Source: an optimization exercise on an open RTL-to-GDS flow (aim: small area and a short achievable clock period). Production flows keep margins and buffers that such runs may drop. In this exercise RTL edits were held to simulation tests only and were not proved equivalent to the original. Power and IR drop assume default switching activity.

File: flow/run.sh
#!/bin/bash
# synth_recipe.tcl (not shown) runs the flow's synth.tcl, then flattens the netlist and writes it again
# the make line also repeats each setting of config.mk as NAME=value (left out here)
make -C /OpenROAD-flow-scripts/flow DESIGN_CONFIG=/design/flow/config.mk WORK_HOME=/design/flow/orfs CLKGATE_MAP_FILE= SYNTH_SCRIPT=/design/flow/synth_recipe.tcl finish
File: flow/config.mk
export PLATFORM = sky130hd
export DESIGN_NAME = Microprocessor
export DESIGN_NICKNAME = Microprocessor
export VERILOG_FILES = /design/flow/design.v
export SDC_FILE = /design/flow/constraint.sdc
export NUM_CORES = 4
export LEC_CHECK = 0
export CAP_MARGIN = 20
export CORE_MARGIN = 2
export CORE_UTILIZATION = 40
export SLEW_MARGIN = 20
File: flow/constraint.sdc
create_clock -name core_clock -period 12.5 [get_ports {clk}]
set_input_delay 2.5000 -clock core_clock [delete_from_list [all_inputs] [get_ports {clk}]]
set_output_delay 2.5000 -clock core_clock [all_outputs]
set_load 0.01 [all_outputs]
File: flow/design.v
`timescale 1ns / 1ps
module Full_adder(
	output sum,
	output carryout,
	input x,
	input y,
	input carryin
	);
	assign sum = carryin^(x^y);						 
	assign carryout = ((x^y)&carryin) | (x&y);	 
endmodule
`timescale 1ns / 1ps
module add_sub_8bit(
	output [7:0] S_D,
	output C_B ,
	output Overflow,
	input [7:0] A,
	input [7:0] B,
	input Operator
	);
	wire [7:0] Bq;		 
	wire [6:0] Cout;
	assign Bq[0] = B[0] ^ Operator;
	assign Bq[1] = B[1] ^ Operator;
	assign Bq[2] = B[2] ^ Operator;
	assign Bq[3] = B[3] ^ Operator;
	assign Bq[4] = B[4] ^ Operator;
	assign Bq[5] = B[5] ^ Operator;
	assign Bq[6] = B[6] ^ Operator;
	assign Bq[7] = B[7] ^ Operator;
	Full_adder fb1(S_D[0], Cout[0], A[0], Bq[0], Operator);
	Full_adder fb2(S_D[1], Cout[1], A[1], Bq[1], Cout[0]);
	Full_adder fb3(S_D[2], Cout[2], A[2], Bq[2], Cout[1]);
	Full_adder fb4(S_D[3], Cout[3], A[3], Bq[3], Cout[2]);
	Full_adder fb5(S_D[4], Cout[4], A[4], Bq[4], Cout[3]);
	Full_adder fb6(S_D[5], Cout[5], A[5], Bq[5], Cout[4]);
	Full_adder fb7(S_D[6], Cout[6], A[6], Bq[6], Cout[5]);
	Full_adder fb8(S_D[7], C_B, A[7], Bq[7], Cout[6]);
	assign Overflow = C_B ^ Cout[6];
endmodule
`timescale 1ns / 1ps
module ALU(
	output [7:0] ans_tmp,
	output [7:0] data_out_buff,
	output [3:0] flag_ex,
	input [7:0] data_in,
	input [4:0] op_dec,
	input [7:0] A,
	input [7:0] B,
	input [7:0] ans_ex,
	input [7:0] data_out,
	input [3:0] flag_prev	 
	);
	wire [7:0] sum;
	wire tmp1, tmp2;
	add_sub_8bit adder1(sum, tmp1 , tmp2, A, B, op_dec[0]);
	assign ans_tmp = (op_dec == 5'b00000 || op_dec == 5'b01000) ? (sum) : 	 
						  (op_dec == 5'b00001 || op_dec == 5'b01001) ? (A - B) :  
						  (op_dec == 5'b00010 || op_dec == 5'b01010) ? (B) :		 
						  (op_dec == 5'b00100 || op_dec == 5'b01100) ? (A & B) :	 
						  (op_dec == 5'b00101 || op_dec == 5'b01101) ? (A | B) :	 
						  (op_dec == 5'b00110 || op_dec == 5'b01110) ? (A ^ B) :  
						  (op_dec == 5'b00111 || op_dec == 5'b01111) ? (~B) :		 
						  (op_dec == 5'b10100 || op_dec == 5'b10101) ? (A) :		 
						  (op_dec == 5'b10110) ? (data_in) :							 
						  (op_dec == 5'b11001) ? (A << B) :								 
						  (op_dec == 5'b11010) ? (A >> B) :								 
						  (op_dec == 5'b11011) ?((A[7]) ?								 
															((B == 0) ? A :
														   (B == 1) ? {1'b1, A[7:1]} :
														   (B == 2) ? {2'b11, A[7:2]} :
														   (B == 3) ? {3'b111, A[7:3]} :
														   (B == 4) ? {4'b1111, A[7:4]} :
														   (B == 5) ? {5'b11111, A[7:5]} :
														   (B == 6) ? {6'b111111, A[7:6]} :
														   (B == 7) ? {7'b1111111, A[7]} :
														    8'b11111111)
													  : (A >> B) ):
						(op_dec == 5'b10000 || op_dec == 5'b10001 || op_dec == 5'b10111 || op_dec == 5'b11000 || op_dec == 5'b11100 || op_dec == 5'b11101 || op_dec == 5'b11110 || op_dec == 5'b11111) ? ans_ex :  8'b0000_0000;
	assign data_out_buff  = (op_dec == 5'b10111 ) ? A : data_out;	 
	assign flag_ex[0] = (op_dec == 5'b00000 || op_dec == 5'b01000 || op_dec == 5'b00001 || op_dec == 5'b01001) ? tmp1 : (op_dec[4:2] == 3'b111) ? flag_prev[0] : 1'b0 ;
	assign flag_ex[1] = (op_dec == 5'b10000 || op_dec == 5'b10001 || op_dec == 5'b10100 || op_dec == 5'b10101 || op_dec == 5'b10111 || op_dec == 5'b11000) ? 1'b0 : (op_dec[4:2] == 3'b111) ? flag_prev[1] : &(~ans_tmp);												
	assign flag_ex[2] = (op_dec == 5'b00000 || op_dec == 5'b01000 || op_dec == 5'b00001 || op_dec == 5'b01001) ? tmp2 : (op_dec[4:2] == 3'b111) ? flag_prev[2] : 1'b0 ;	
	assign flag_ex[3] = (op_dec == 5'b10000 || op_dec == 5'b10001 || op_dec == 5'b10100 || op_dec == 5'b10101 || op_dec == 5'b10111 || op_dec == 5'b11000) ? 1'b0 : (op_dec[4:2] == 3'b111) ? flag_prev[3] : (^ans_tmp);												 
endmodule
`timescale 1ns / 1ps
module register(
    output reg [7:0] ans_ex,
    output reg [7:0] data_out,
    output reg [7:0] DM_data,
    input [7:0] ans_tmp,
    input [7:0] data_out_buff,
    input [7:0] B,
    input clk,
    input reset
    );
	 wire [7:0] temp1, temp2, temp3;
	 assign temp1 = (reset) ? ans_tmp : 8'b0000_0000;			 
	 assign temp2 = (reset) ? data_out_buff : 8'b0000_0000;	 
	 assign temp3 = (reset) ? B : 8'b0000_0000;					 
	 always @ (posedge clk)												 
	 begin
		ans_ex <= temp1;
		data_out <= temp2;
		DM_data <= temp3; 
	 end
endmodule
`timescale 1ns / 1ps
module execution_block(
    output [7:0] ans_ex,
    output [7:0] DM_data,
    output [7:0] data_out,
    output [3:0] flag_ex,
    input [7:0] A,
    input [7:0] B,
	 input [7:0] data_in,
    input [4:0] op_dec,
    input clk,
    input reset
    );
		wire [7:0] ans_tmp, data_out_buff;
		reg [3:0] flag_prev;
		always @(posedge clk)		 
			flag_prev <= reset ? flag_ex : 4'b0000;
		ALU ALU1(ans_tmp, data_out_buff, flag_ex, data_in, op_dec, A, B, ans_ex, data_out, flag_prev);		 
		register register1(ans_ex, data_out, DM_data, ans_tmp, data_out_buff, B, clk, reset);	 
endmodule
`timescale 1ns / 1ps
module Data_Memory_Block(
	 output [7:0] ans_dm,
    input [7:0] DM_out,
    input [7:0] ans_ex,
    input [7:0] DM_data,
    input mem_rw_ex,
    input mem_en_ex,
    input mem_mux_sel_dm,
    input reset,
    input clk
    );
	wire [7:0] Ex_out_tmp;
	reg [7:0] Ex_out;
	assign ans_dm = (mem_mux_sel_dm) ? DM_out : Ex_out;	 
	assign Ex_out_tmp = reset ?  ans_ex : 8'b0000_0000;
	always @(posedge clk)
	begin
		Ex_out <= Ex_out_tmp;
	end
endmodule
`timescale 1ns / 1ps
module Dependency_Check_Block(imm, RW_dm, op_dec, mux_sel_A, mux_sel_B, imm_sel, mem_en_ex, mem_rw_ex, mem_mux_sel_dm, ins, clk, reset);
	input [23:0] ins;
	input clk, reset;
	output reg [7:0] imm;
	output reg [4:0] RW_dm, op_dec;
	output [1:0] mux_sel_A, mux_sel_B;
	output imm_sel, mem_en_ex, mem_rw_ex, mem_mux_sel_dm;
	wire [5:0] op_dec_rst;
	wire JMP, Cond_J;
	wire [18:0] nJCL, flag, ins_tmp;
	wire mask;
	wire [4:0] RA, RB, RW;
	wire imm_flag, LD_flag, ST_flag, mem_rw;
	reg [4:0] RA_dec, RB_dec, RW_dec, RW_ex, RW_wb;
	reg LD1, LD_dec, mem_rw_dec, mem_mux_sel_ex, ST_dec, imm_sel, mem_rw_ex, mem_en_ex, mem_mux_sel_dm;
	wire LD1_rst, imm_flag_rst, LD_dec_rst, ST_dec_rst, mem_rw_dec_rst, mem_rw_ex_rst, mem_mux_sel_ex_rst, mem_en_ex_rst, mem_mux_sel_dm_rst;
	wire [4:0] RA_rst, RB_rst, RW_rst, RW_dec_rst, RW_ex_rst, RW_dm_rst;
	wire [7:0] imm_rst;
	assign JMP = ins[23] & ins[22] & ~ins[21] & ~ins[20] & ~ins[19];	 
	assign Cond_J = ins[23] & ins[22] & ins[21];  
	assign mask = ~(JMP | Cond_J | LD1);  
	assign nJCL = {mask, mask, mask, mask, mask, mask, mask, mask, mask, mask, mask, mask, mask, mask, mask, mask, mask, mask, mask};
	assign flag = ins[18:0] & nJCL;  
	assign ins_tmp = ins[18:0] & nJCL;
	assign RW = ins_tmp[18:14];	 
	assign RA = ins_tmp[13:9];  
	assign RB = ins_tmp[8:4];  
	assign mux_sel_A = (RA_dec == RW_ex) ? 2'b01 : (RA_dec == RW_dm) ? 2'b10 : (RA_dec == RW_wb) ? 2'b11 : 2'b00;
	assign mux_sel_B = (RB_dec == RW_ex) ? 2'b01 : (RB_dec == RW_dm) ? 2'b10 : (RB_dec == RW_wb) ? 2'b11 : 2'b00;
	assign imm_flag = ~ins[23] & ins[22];
	assign mem_rw = ins[19];
	assign LD_flag = ins[23] & ~ins[22] & ins[21] & ~ins[20] & ~ins[19];	 
	assign ST_flag = ins[23] & ~ins[22] & ins[21] & ~ins[20] & ins[19];  
	assign LD1_rst = (reset == 1'b0) ? 1'b0 : ins[23] & ~ins[22] & ins[21] & ~ins[20] & ~ins[19] & ~LD1;
	assign RA_rst = (reset == 1'b0) ? 5'b0_0000 : RA;
	assign RB_rst = (reset == 1'b0) ? 5'b0_0000 : RB;
	assign RW_rst = (reset == 1'b0) ? 5'b0_0000 : RW;
	assign RW_dec_rst = (reset == 1'b0) ? 5'b0_0000 : RW_dec;
	assign RW_ex_rst = (reset == 1'b0) ? 5'b0_0000 : RW_ex;
	assign RW_dm_rst = (reset == 1'b0) ? 5'b0_0000 : RW_dm;
	assign imm_flag_rst = (reset == 1'b0) ? 1'b0 : imm_flag;
	assign imm_rst = (reset == 1'b0) ? 8'b0000_0000 : ins[8:1];
	assign LD_dec_rst = (reset == 1'b0) ? 1'b0 : LD_flag & ~LD_dec;
	assign ST_dec_rst = (reset == 1'b0) ? 1'b0 : ST_flag;
	assign op_dec_rst = (reset == 1'b0) ? 5'b0_0000 : ins[23:19];
	assign mem_rw_dec_rst = (reset == 1'b0) ? 1'b0 : ins[19];
	assign mem_rw_ex_rst = (reset == 1'b0) ? 1'b0 : mem_rw_dec;
	assign mem_mux_sel_ex_rst = (reset == 1'b0) ? 1'b0 : ~mem_rw_dec & (LD_dec | ST_dec);
	assign mem_en_ex_rst = (reset == 1'b0) ? 1'b0 : LD_dec | ST_dec;
	assign mem_mux_sel_dm_rst = (reset == 1'b0) ? 1'b0 : mem_mux_sel_ex;
	always @ (posedge clk)  
	begin
		op_dec <= op_dec_rst;
		LD1 <= LD1_rst;
		RA_dec <= RA_rst;
		RB_dec <= RB_rst;
		RW_dec <= RW_rst;
		RW_ex <= RW_dec_rst;
		RW_dm <= RW_ex_rst;
		RW_wb <= RW_dm_rst;
		imm_sel <= imm_flag_rst;
		imm <= imm_rst;
		LD_dec <= LD_dec_rst;
		ST_dec <= ST_dec_rst;
		mem_rw_dec <= mem_rw_dec_rst;
		mem_rw_ex <= mem_rw_ex_rst;
		mem_mux_sel_ex <= mem_mux_sel_ex_rst;
		mem_en_ex <= mem_en_ex_rst;
		mem_mux_sel_dm <= mem_mux_sel_dm_rst;
	end
endmodule
`timescale 1ns / 1ps
module Jump_Control_Block(
    output [7:0] jmp_loc,
    output pc_mux_sel,
    input [23:0] ins,
    input [7:0] Current_Address,
    input [3:0] flag_ex,
    input interrupt,
    input clk,
    input reset
    );
	wire JC, JNC, JZ, JNZ, JMP, RET;
	wire [7:0] Current_Address_temp1, Current_Address_temp2;
	reg [7:0] Current_Address_temp3;
	reg interrupt_temp1, interrupt_temp2;
	wire interrupt_rst, interrupt_temp1_rst;
	wire [3:0] flag_ex_temp1, flag_ex_temp3;
	reg [3:0] flag_ex_temp2;
	wire [7:0] jmp_loc_temp;
	assign JC = ~ins[19] & ~ins[20] & ins[21] & ins[22] & ins[23];
	assign JZ = ~ins[19] & ins[20] & ins[21] & ins[22] & ins[23];
	assign JNC = ins[19] & ~ins[20] & ins[21] & ins[22] & ins[23];
	assign JNZ = ins[19] & ins[20] & ins[21] & ins[22] & ins[23];
	assign JMP = ~ins[19] &  ~ins[20] & ~ins[21] & ins[22] & ins[23];
	assign RET = ~ins[19] & ~ins[20] & ~ins[21] & ~ins[22] & ins[23];
	assign Current_Address_temp1 = Current_Address + 1'b1;	 
	assign Current_Address_temp2 = (reset == 1'b1) ? ((interrupt == 1'b0) ? Current_Address_temp3 : Current_Address_temp1) : 8'b0000_0000;	 
	assign jmp_loc_temp = (interrupt_temp1 == 1'b0) ? ins[7:0] : 8'hf0;	 
	assign jmp_loc = (RET == 1'b1) ? Current_Address_temp3 : jmp_loc_temp;	 
	assign flag_ex_temp1 = (reset == 1'b1) ? ((interrupt_temp2 == 1'b1) ? flag_ex : flag_ex_temp2) : 4'b0000;  
	assign interrupt_rst = (reset == 1'b1) ? interrupt : 1'b0;
	assign interrupt_temp1_rst = (reset == 1'b1) ? interrupt_temp1 : 1'b0;
	assign flag_ex_temp3 = (RET == 1'b1) ? flag_ex_temp2 : flag_ex;  
	assign pc_mux_sel = (JC & flag_ex_temp3[0]) | (~flag_ex_temp3[0] & JNC) | (JZ & flag_ex_temp3[1]) | (JNZ & ~flag_ex_temp3[1]) | JMP | RET | interrupt_temp1;
	always @ (posedge clk)
	begin
		Current_Address_temp3 <= Current_Address_temp2;	 
		interrupt_temp1 <= interrupt_rst;  
		interrupt_temp2 <= interrupt_temp1_rst;  
		flag_ex_temp2 <= flag_ex_temp1;  
	end
endmodule
`timescale 1ns / 1ps
module PCIM(
    output [23:0] ins,
    input [23:0] PM_out,
    output [7:0] Current_Address,
	 input [7:0] jmp_loc,
    input pc_mux_sel,
    input Stall,
    input Stall_pm,
    input reset,
    input clk
    );
	wire [7:0] CAJ, CAR, Hold_Address_temp, Next_Address_temp;
	wire [23:0] ins_pm;
	wire [23:0] ins_prv_temp;
	reg [7:0] Hold_Address, Next_Address;
	reg [23:0] ins_prv;
	assign CAJ = (Stall) ? Hold_Address : Next_Address;
	assign CAR = (pc_mux_sel) ? jmp_loc : CAJ;
	assign Current_Address = (reset) ? CAR : 8'b0000_0000;
	assign ins_pm = (Stall_pm) ? ins_prv : PM_out;
	assign ins = (reset) ? ins_pm : 24'b0000_0000_0000_0000_0000_0000;
	assign ins_prv_temp = (reset) ? ins : 24'b0000_0000_0000_0000_0000_0000;
	assign Hold_Address_temp = (reset) ? Current_Address : 8'b0000_0000;
	assign Next_Address_temp = (reset) ? Current_Address + 8'b0000_0001 : 8'b0000_0000;
	always @ (posedge clk)
	begin
		ins_prv <= ins_prv_temp;
		Hold_Address <= Hold_Address_temp;
		Next_Address <= Next_Address_temp;
	end
endmodule
`timescale 1ns / 1ps
module Register_Bank_Block(
	output [7:0] A,
    output [7:0] B,
    input [23:0] ins,
    input [7:0] ans_ex,
    input [7:0] ans_dm,
    input [7:0] ans_wb,
    input [7:0] imm,
    input [4:0] RW_dm,
    input [1:0] mux_sel_A,
    input [1:0] mux_sel_B,
    input imm_sel,
    input clk
    );
	wire [7:0] BI; 
	reg [7:0] reg_bank[0:31];		 
	reg [7:0] AR, BR;
	assign A = mux_sel_A[0] & mux_sel_A[1] ? ans_wb : mux_sel_A[0] & ~mux_sel_A[1] ? ans_ex : ~mux_sel_A[0] & mux_sel_A[1] ? ans_dm : AR;
	assign BI = mux_sel_B[0] & mux_sel_B[1] ? ans_wb : mux_sel_B[0] & ~mux_sel_B[1] ? ans_ex : ~mux_sel_B[0] & mux_sel_B[1] ? ans_dm : BR;
	assign B = imm_sel ? imm : BI;
	always@(posedge clk)
	begin
		AR <= reg_bank[ins[13:9]];
		BR <= reg_bank[ins[8:4]];
		reg_bank[RW_dm] <= ans_dm;
	end
endmodule
`timescale 1ns / 1ps
module Stall_Control_Block(
    output reg Stall_pm,
    output Stall,
    input [23:0] ins,
    input clk,
    input reset
    );
	wire jump_temp1, jump_temp3, ld_temp1;
	wire jump, ld, hlt, Stall_temp;
	wire [4:0] ins_temp;	 
	reg jump_temp2, jump_temp4, ld_temp2;
	assign ins_temp = ins[23:19];
	assign jump = ins_temp[4] & ins_temp[3] & ins_temp[2] & ~jump_temp4;
	assign ld = ins_temp[4] & ~ins_temp[3] & ins_temp[2] & ~ins_temp[1] & ~ins_temp[0] & ~ld_temp2;
	assign hlt = ins_temp[4] & ~ins_temp[3] & ~ins_temp[2] & ~ins_temp[1] & ins_temp[0];
	assign Stall = jump | ld | hlt;  
	assign jump_temp1 = reset ?  jump : 1'b0;	 
	assign ld_temp1 = reset ?  ld : 1'b0;	 
	assign jump_temp3 = reset ?  jump_temp2 : 1'b0;	 
	assign Stall_temp = reset ? Stall : 1'b0;	 
	always @(posedge clk)
	begin
		jump_temp2 <= jump_temp1;	 
		jump_temp4 <= jump_temp3;	 
		ld_temp2 <= ld_temp1;	 
		Stall_pm <= Stall_temp;	 
	end
endmodule
`timescale 1ns / 1ps
module Write_Back_Block(
    output reg [7:0] ans_wb,
    input [7:0] ans_dm,
    input clk,
    input reset
    );
	 wire[7:0] ans_wb_temp;
	 assign ans_wb_temp = (reset == 1'b0) ? 8'b0000_0000 : ans_dm;  
	always@(posedge clk)
	begin
		ans_wb <= ans_wb_temp;	 
	end
endmodule
`timescale 1ns / 1ps
module Microprocessor(
    input clk,
    input reset,                  
    input interrupt,
    input [7:0] data_in,          
    output [7:0] data_out,        
    output [7:0] pm_addr,         
    input [23:0] pm_data,         
    output dm_en,                 
    output dm_we,                 
    output [7:0] dm_addr,         
    output [7:0] dm_wdata,        
    input [7:0] dm_rdata          
    );
wire [7:0] DM_data, imm, jmp_loc;
wire mem_rw_ex, mem_en_ex, mem_mux_sel_dm, pc_mux_sel, Stall, Stall_pm;
wire [4:0] RW_dm, op_dec;
wire [3:0] flag_ex;
wire [23:0] ins;
wire [7:0] A, B, Current_Address, ans_ex, ans_dm, ans_wb;
wire [1:0] mux_sel_A, mux_sel_B;
wire imm_sel;
assign pm_addr = Current_Address;
assign dm_en = mem_en_ex;
assign dm_we = mem_rw_ex;
assign dm_addr = ans_ex;
assign dm_wdata = DM_data;
Data_Memory_Block Data_Memory_Block1(ans_dm, dm_rdata, ans_ex, DM_data, mem_rw_ex, mem_en_ex, mem_mux_sel_dm, reset, clk);
Dependency_Check_Block Dependency_Check_Block1(imm, RW_dm, op_dec, mux_sel_A, mux_sel_B, imm_sel, mem_en_ex, mem_rw_ex, mem_mux_sel_dm, ins, clk, reset);
execution_block Execution_block1(ans_ex, DM_data, data_out, flag_ex, A, B, data_in, op_dec, clk, reset);
Jump_Control_Block Jump_Control_Block1(jmp_loc, pc_mux_sel, ins, Current_Address, flag_ex, interrupt, clk, reset);
PCIM PCIM1(ins, pm_data, Current_Address, jmp_loc, pc_mux_sel, Stall, Stall_pm, reset, clk);
Register_Bank_Block Register_Bank_Block1(A, B, ins, ans_ex, ans_dm, ans_wb, imm, RW_dm, mux_sel_A, mux_sel_B, imm_sel, clk);
Stall_Control_Block Stall_Control_Block1(Stall_pm, Stall, ins, clk, reset);
Write_Back_Block Write_Back_Block1(ans_wb, ans_dm, clk, reset);
endmodule
==> impl_metrics.yaml <==
status:
  outcome: "complete, no violations"
yosys:
  yosys_warnings: 9
  number_of_synthesized_flops_with_an_enable_pin: 256
  synth_sequential_area_ratio_pct: 49.52
  count_of_unique_library_cells_instantiated_by_yosys: 98
  cell_area_after_synthesis_um2: 21630
  async_reset_ff_share_pct: 0
  synth_flop_cell: "sky130_fd_sc_hd__edfxtp_1"
  mapped_avg_cell_area_um2: 10.79
  ys_ff_latch: 407
  post_synthesis_net_count: 2079
  syn_inst: 2004
grt:
  grt_pass1_wl_um: 107000
  antenna_found_initial: 0
  grt.total_usage_pct: 25.38
  first_global_vias: 16440
  gr_overflow_total: 0
  grt_start_max_net_pins: 66
floorplanning:
  pin_count: 77
  effective_utilization_at_floorplan_pct: 40.35
  area_of_the_core_region_um2: 53600
  core.rowCount: 85
  die_height_um: 236.5
  die_area_um2: 55950
  fp.dieW_um: 236.5
setup_path:
  required_ns: 10.00
  path_buf_inv: 5
  end_kind: "primary output"
  setup.reg_to_reg.worst_slack_ns: 3.40
  worstPathMaxFanout: 4
  setup.worst_path.start_class: "input port"
  critical_path_arrival_ns: 9.84
  critical_path_cell_count: 27
  ff2ff_path_depth: 32
  regToRegEndpoint: "Jump_Control_Block1.Current_Address_temp3[6]"
  worst-setup-path-type: "input port to primary output"
  critical-path-slowest-cell: "sky130_fd_sc_hd__or4_4"
  max_stage_delay_ns: 0.46
  path_delay_family: "adder cells"
  critPathMostFrequentCell: "sky130_fd_sc_hd__fa_2"
  cp-startpoint: "dm_rdata[1]"
  worst_r2r_startpoint: "Dependency_Check_Block1.RW_dm[0]"
  endpoint: "pm_addr[5]"
power_and_ir_drop:
  total_switching_power_mw: 1.358
  combPwrFrac_pct: 27.6
  vdd_drop_max_v: 0.0001157
  clock_power_share_pct: 34.6
  switching_fraction_of_total_power_pct: 32.78
  portion_of_total_power_attributed_to_sequential_cells_pct: 37.8
  power-per-cell-area_nw_per_um2: 165.8
  finalPower_mw: 4.143
  total_leakage_power_nw: 9.124
  p_int_mw: 2.785
clock_network:
  worstSkewPairLatency_ns: 0.61
  path_clk_slew_ns: 0.06
  cts_tree: "done"
  clkSinkCount: 407
  cts-hold-fix-buffers: 0
  tritoncts.num_buffers: 48
  maximum_clock_insertion_buffer_count: 3
  clock_tree.htree_level_count: 2
  clockRootBuffer: "sky130_fd_sc_hd__clkbuf_16"
final_layout:
  layout.cells.most_common: "sky130_fd_sc_hd__edfxtp_1"
  drive_gt1_share_pct: 15.75
  layout_filler_cell_count: 5028
  finish.utilization_pct: 46.60
  antenna_cells_inserted: 0
  commonest_cells_after_routing_fill_and_taps_aside: "256 x sky130_fd_sc_hd__edfxtp_1, 248 x sky130_fd_sc_hd__nand2_1, 177 x sky130_fd_sc_hd__nor2_1"
  syn2layout_area_growth_pct: 15.48
  number_of_nets_in_the_layout: 2145
place:
  port_buffers: 76
  routabilityCongestion: 0.9423
  hpwl_um: 48950
detailed_routing:
  ant_nets: 0
  vias_after_detailed_routing: 16920
  remaining_drc_errors: 0
  routedWlPerCell_um: 25.53
  wl_um: 71580
  count_of_routing_violations_after_the_opening_detailed_route_iteration: 1643
  viasPerCell: 6.035
  drt_pre_antenna_iters: 5
timing:
  worstMarginPinSlew_ns: 1.122
  grt_setup_unrepaired: "false"
  worst_clock_skew_ns: 0.03759
  final.min_clock_period_ns: 12.34
  maxSlewViolCount: 0
  finalSetupViolations: 0
  timing.slew.headroom_pct: 24.64
  maxClockFrequency_mhz: 81.04
  hold_violations: 0
  fin_crit_sh_pct: 98.72
hold_path:
  min_path_type: "register to register"
job:
  cap_violations: 0
[worst register-to-register path: cells and delay by family (launching register included)]
kind | cells | cell delay (ns)
fa+ha+maj | 8 | 2.88
flops | 1 | 0.53
buf+inv | 3 | 0.37
mux | 1 | 0.34
compound gates | 9 | 1.96
simple gates | 10 | 2.66
xor+xnor | 1 | 0.25
[worst min path at each step]
stage	from	end	slack, ns	depth (start not counted)
after floorplan	Stall_Control_Block1.jump_temp4	Stall_Control_Block1.jump_temp2	0.38	1
after global placement	Stall_Control_Block1.jump_temp4	Stall_Control_Block1.jump_temp2	0.40	1
after detailed placement	Stall_Control_Block1.jump_temp4	Stall_Control_Block1.jump_temp2	0.39	1
after CTS	Stall_Control_Block1.jump_temp4	Stall_Control_Block1.jump_temp2	0.41	1
after global routing	Stall_Control_Block1.jump_temp4	Stall_Control_Block1.jump_temp2	0.41	1
final	Stall_Control_Block1.jump_temp4	Stall_Control_Block1.jump_temp2	0.41	1
[cell families after synthesis]
group / after synthesis / share of synthesized area (%)
and+or+nand+nor: 717 / 15.40
DFF: 407 / 49.52
AOI/OAI and AO/OA: 393 / 12.99
buffers and inverters: 202 / 3.714
muxes: 201 / 14.07
xor gates and xnor gates: 52 / 2.175
adders and majority gates: 32 / 2.129
[synth_stat cells (all sizes together) (12+ instances only)]
cell type    n  share of area [%]
nor3        36               0.89
a31oi       29               0.84
a311oi      25                1.0
and2        51                1.5
mux4        80                8.3
a21oi       89                2.1
buf         46                1.0
edfxtp     256                 36
a211oi      41                1.4
nor2       182                3.2
nand3       79                1.9
and3        47                1.4
ha          24                1.4
xnor2       43                1.8
mux2i       99                4.6
inv         55               0.95
o22ai       13               0.40
a21o        12               0.42
o21ai       62                1.4
dfxtp      151                 14
clkbuf      98                1.7
mux2        22                1.2
nand2      256                4.5
[sequential cells by signal, indices dropped and copies added (netlist names), 2 cells and up]
| signal | cells |
|---|---|
| Dependency_Check_Block1.RB_dec | 5 |
| Dependency_Check_Block1.RA_dec | 5 |
| Dependency_Check_Block1.op_dec | 5 |
| Data_Memory_Block1.Ex_out | 8 |
| Execution_block1.register1.ans_ex | 8 |
| PCIM1.Next_Address | 8 |
| Register_Bank_Block1.reg_bank | 256 |
| Execution_block1.flag_prev | 2 |
| Dependency_Check_Block1.imm | 7 |
| PCIM1.ins_prv | 12 |
| Register_Bank_Block1.AR | 8 |
| Dependency_Check_Block1.RW_dec | 5 |
| Jump_Control_Block1.Current_Address_temp3 | 8 |
| Dependency_Check_Block1.RW_ex | 5 |
| PCIM1.Hold_Address | 8 |
| Dependency_Check_Block1.RW_dm | 5 |
| Execution_block1.register1.data_out | 8 |
| Write_Back_Block1.ans_wb | 8 |
| Execution_block1.register1.DM_data | 8 |
| Dependency_Check_Block1.RW_wb | 5 |
| Register_Bank_Block1.BR | 8 |
[cell type report]
type                            count  area [µm²]  area share, %
Tap cell                          696       870.8          3.486
Multi-Input combinational cell   1396       10220          40.93
Timing Repair Buffer              159        1358          5.435
Sequential cell                   407       10710          42.88
Clock buffer                       60        1266          5.069
Clock inverter                     28       327.8          1.312
Inverter                           58       220.2         0.8816
[per-stage QoR]
stage	worst slack, ns	TNS (ns)	hold WS [ns]	instances	instance area [µm²]
final	0.1605	0	0.4080	2804	24980
after floorplan	0.02007	0	0.3795	2004	21630
after global routing	0.001683	0	0.4121	2804	24980
after detailed placement	-0.5794	-3.574	0.3878	2709	23280
after CTS	0.01691	0	0.4082	2802	24950
after global placement	-0.4789	-2.835	0.3950	2709	23280
[power groups by stage]
stage               Combinational, mW  Sequential, mW  Clock [mW]
CTS                              1.12            1.57        1.45
finish                           1.14            1.57        1.43
floorplan                       0.705            1.57           0
global placement                 1.11            1.59           0
global route                     1.22            1.57        1.51
detailed placement               1.11            1.59           0
[timing repair]
item | in CTS | in global routing
setup buffers | 4 | 1
gates resized for setup | 21 | 13
pin swaps | 4 | 6
gates cloned | 1 | 0
setup endpoints to repair | 8 | 7
[routing by layer]
metal | wire [µm] | track usage [%] | part of all wire, % | vias to the layer above
li1 | - | - | - | 7647
met1 | 30590 | 34.17 | 43 | 8418
met2 | 33590 | 41.62 | 47 | 706
met3 | 4613 | 3.544 | 6.4 | 151
met4 | 2782 | 9.858 | 3.9 | 0
met5 | 0 | 0 | 0 | -

static timing again, ports no longer ideal:
How much do the figures lean on ideal ports? The routed layout below was timed once more, with nothing changed but the port constraints. Step 1, drivers: a clkbuf_16 drives clk and a buf_2 each remaining input, both assumed. Step 2 moves the port delays by t, midway between the first and last clock arrival at a register: inputs arrive t later, outputs are due t later. That takes back most of the time a late clock gives input paths. Three values: ideal, step 1, step 2; two values: the first two.
shift t [ns]: 0.649
slack for setup (ns): 0.160 / 0.115 / 0.115
worst register clock-pin slew, ns: 0.06 / 0.06
After both steps this run still meets setup and hold. The setup slack of this run moves by -0.045 ns with the drivers and by -0.045 ns with both steps.
